This is an optimization exercise on Yosys and OpenROAD, whose aim is small area and a short achievable clock period, not a production implementation. At most, simulation tests tie the RTL to the original design; equivalence was not proved. Power is estimated from default activity; no workload was simulated.

Design matrix_multi, start of the top module:
module matrix_multi(input clk,
input wire rst,                  
input wire in_valid,             
input wire[127:0] buff_x,
output wire out_valid,           
output wire[95:0] buff_y);
Size: roughly 13000 cells after synthesis, ~1600 flip-flops, ~230 I/O pins, about 94000 um^2 of cells after synthesis.
==> module matrix_multi, before the edit <==
module matrix_multi(input clk,
input wire rst,                  
input wire in_valid,             
input wire[127:0] buff_x,
output wire out_valid,           
output wire[95:0] buff_y);
localparam MR = 1;
localparam A1 = 0, B1 = 1, C1 = 1, D1 = 1;
localparam A2 = 1, B2 = 0, C2 = 1, D2 = 1;
localparam XR = 1;
localparam LAT = XR + MR + A1 + B1 + C1 + D1 + A2 + B2 + C2 + D2;
wire [127:0] xr;
pipe #(.W(128), .EN(XR)) px(clk, buff_x, xr);
wire [2:0] g00, g01, g02, g03, g10, g11, g13, g21, g22, g23;
wire [2:0] f00, f01, f02, f03, f10, f11, f13, f21, f22, f23;
fmflag #(32'h3f000000) fg00(buff_x[127:96], g00);
fmflag #(32'hbfc00000) fg01(buff_x[95:64],  g01);
fmflag #(32'hbf400000) fg02(buff_x[63:32],  g02);
fmflag #(32'hbf600000) fg03(buff_x[31:0],   g03);
fmflag #(32'h3f400000) fg10(buff_x[127:96], g10);
fmflag #(32'h3f000000) fg11(buff_x[95:64],  g11);
fmflag #(32'hbfa00000) fg13(buff_x[31:0],   g13);
fmflag #(32'hbe000000) fg21(buff_x[95:64],  g21);
fmflag #(32'h3fb00000) fg22(buff_x[63:32],  g22);
fmflag #(32'h3e800000) fg23(buff_x[31:0],   g23);
pipe #(.W(30), .EN(XR)) pf(clk,
  {g00, g01, g02, g03, g10, g11, g13, g21, g22, g23},
  {f00, f01, f02, f03, f10, f11, f13, f21, f22, f23});
wire [31:0] x1 = xr[127:96];
wire [31:0] x2 = xr[95:64];
wire [31:0] x3 = xr[63:32];
wire [31:0] x4 = xr[31:0];
wire [31:0] mp00, mp01, mp02, mp03, mp10, mp11, mp13, mp21, mp22, mp23;
wire [31:0] mul00, mul01, mul02, mul03;
wire [31:0] mul10, mul11, mul12, mul13;
wire [31:0] mp12, mp20;
wire [31:0] mul20, mul21, mul22, mul23;
fmulc #(32'h3f000000, 0, XR) mult00(clk, x1, f00, mp00);   
fmulc #(32'hbfc00000, 0, XR) mult01(clk, x2, f01, mp01);   
fmulc #(32'hbf400000, 0, XR) mult02(clk, x3, f02, mp02);   
fmulc #(32'hbf600000, 0, XR) mult03(clk, x4, f03, mp03);   
fmulc #(32'h3f400000, 0, XR) mult10(clk, x1, f10, mp10);   
fmulc #(32'h3f000000, 0, XR) mult11(clk, x2, f11, mp11);   
assign mp12 = mp02;
assign mul12 = mul02;                                    
fmulc #(32'hbfa00000, 0, XR) mult13(clk, x4, f13, mp13);   
assign mp20 = mp10;
assign mul20 = mul10;                                    
fmulc #(32'hbe000000, 0, XR) mult21(clk, x2, f21, mp21);   
fmulc #(32'h3fb00000, 0, XR) mult22(clk, x3, f22, mp22);   
fmulc #(32'h3e800000, 0, XR) mult23(clk, x4, f23, mp23);   
wire [7:0] xp00, xp01, xp10, xp11, xp20, xp21;
fexp fe00(mp00[30:23], mp01[30:23], xp00);
fexp fe01(mp02[30:23], mp03[30:23], xp01);
fexp fe10(mp10[30:23], mp11[30:23], xp10);
fexp fe11(mp12[30:23], mp13[30:23], xp11);
fexp fe20(mp20[30:23], mp21[30:23], xp20);
fexp fe21(mp22[30:23], mp23[30:23], xp21);
wire [7:0] xe00, xe01, xe10, xe11, xe20, xe21;
pipe #(.W(10*32 + 6*8), .EN(MR)) pm(clk,
  {mp00, mp01, mp02, mp03, mp10, mp11, mp13, mp21, mp22, mp23,
   xp00, xp01, xp10, xp11, xp20, xp21},
  {mul00, mul01, mul02, mul03, mul10, mul11, mul13, mul21, mul22, mul23,
   xe00, xe01, xe10, xe11, xe20, xe21});
wire [31:0] s00, s01, s10, s11, s20, s21;
fadd #(A1, B1, C1, D1, 1) ad00(clk, mul00, mul01, xe00, s00);
fadd #(A1, B1, C1, D1, 1) ad01(clk, mul02, mul03, xe01, s01);
fadd #(A1, B1, C1, D1, 1) ad10(clk, mul10, mul11, xe10, s10);
fadd #(A1, B1, C1, D1, 1) ad11(clk, mul12, mul13, xe11, s11);
fadd #(A1, B1, C1, D1, 1) ad20(clk, mul20, mul21, xe20, s20);
fadd #(A1, B1, C1, D1, 1) ad21(clk, mul22, mul23, xe21, s21);
fadd #(A2, B2, C2, D2, 0) ad02(clk, s00, s01, 8'd0, buff_y[95:64]);
fadd #(A2, B2, C2, D2, 0) ad12(clk, s10, s11, 8'd0, buff_y[63:32]);
fadd #(A2, B2, C2, D2, 0) ad22(clk, s20, s21, 8'd0, buff_y[31:0]);
reg [LAT-1:0] valid_pipe;
always @(posedge clk)
  if (rst) valid_pipe <= {LAT{1'b0}};
  else     valid_pipe <= {valid_pipe[LAT-2:0], in_valid};
assign out_valid = valid_pipe[LAT-1];
endmodule
export LEC_CHECK = 0
export ABC_AREA = 1
export CAP_MARGIN = 20
export CORE_MARGIN = 2
export CORE_UTILIZATION = 70
export CTS_CLUSTER_DIAMETER = 100
export CTS_CLUSTER_SIZE = 24
export SLEW_MARGIN = 20
create_clock -name core_clock -period 13.0 [get_ports {clk}]
standard.sh (not shown) runs the stock make flow with config.mk's settings and CLKGATE_MAP_FILE= SYNTH_SCRIPT=/design/flow/synth_recipe.tcl, a recipe that flattens the netlist after the stock synthesis.
==> flow/flow/run.sh <==
#!/bin/bash
# Own layout flow: the standard ORFS layout (standard.sh), with port
# buffers of a stronger drive and timing repair aimed below the clock period.
set -euo pipefail
export BUFFER_PORTS_ARGS="-buffer_cell sky130_fd_sc_hd__buf_4"
export SETUP_SLACK_MARGIN=9.2
bash standard.sh > standard.log 2>&1
The first run completed without violations.
==> next run, changes <==
--- a/flow/design.v
+++ b/flow/design.v
@@ -247,13 +247,13 @@
 input wire in_valid,             
 input wire[127:0] buff_x,
 output wire out_valid,           
 output wire[95:0] buff_y);
 localparam MR = 1;
 localparam A1 = 0, B1 = 1, C1 = 1, D1 = 1;
-localparam A2 = 1, B2 = 0, C2 = 1, D2 = 1;
+localparam A2 = 0, B2 = 1, C2 = 1, D2 = 1;
 localparam XR = 1;
 localparam LAT = XR + MR + A1 + B1 + C1 + D1 + A2 + B2 + C2 + D2;
 wire [127:0] xr;
 pipe #(.W(128), .EN(XR)) px(clk, buff_x, xr);
 wire [2:0] g00, g01, g02, g03, g10, g11, g13, g21, g22, g23;
 wire [2:0] f00, f01, f02, f03, f10, f11, f13, f21, f22, f23;
The new run went through all stages and came out clean.
Global-route usage went up by 2.6 points.
Clock skew rose by 0.013 ns.
Routed wire length goes up by 8.0%.
Clock power is about the same.
Cell count climbs by 1.1%.
Non-clock buffer count went down by 22.
Maximum frequency fell by about 0.7%.
Core utilization goes up by 0.34 points.
Setup slack got worse by 0.028 ns.
Register-to-register slack is about the same.
Function not checked in the second run of this note: the RTL went through the layout flow alone.

## separate check: timing with driven ports
In the flow no input, the clock included, has a driving cell. The finished layouts below were timed again as built, in two steps. Step 1, drivers: a clkbuf_16 drives clk and a buf_2 each remaining input, both assumed. Step 2 adds t to the input delays and takes it off the output delays; t is the mean of the earliest and latest rising clock arrival at the registers after step 1. Input paths then give back, and output paths get back, about the clock's delay inside the block. a / b / c = no drivers / after step 1 / after step 2; a / b = the first two.
| run | t, ns | setup WS [ns] | hold slack, ns | slew at the worst register clock pin (ns) |
|---|---|---|---|---|
| the first run | 0.803 | 9.206 / 9.123 / 8.795 | 0.332 / 0.332 / 0.332 | 0.10 / 0.10 |
| the second run | 0.828 | 9.178 / 9.083 / 8.617 | 0.317 / 0.317 / 0.317 | 0.11 / 0.11 |
After both steps setup and hold are still met in every run listed. For the second run, which loses most, drivers alone change the setup slack by -0.095 ns; drivers and shift together by -0.561 ns.
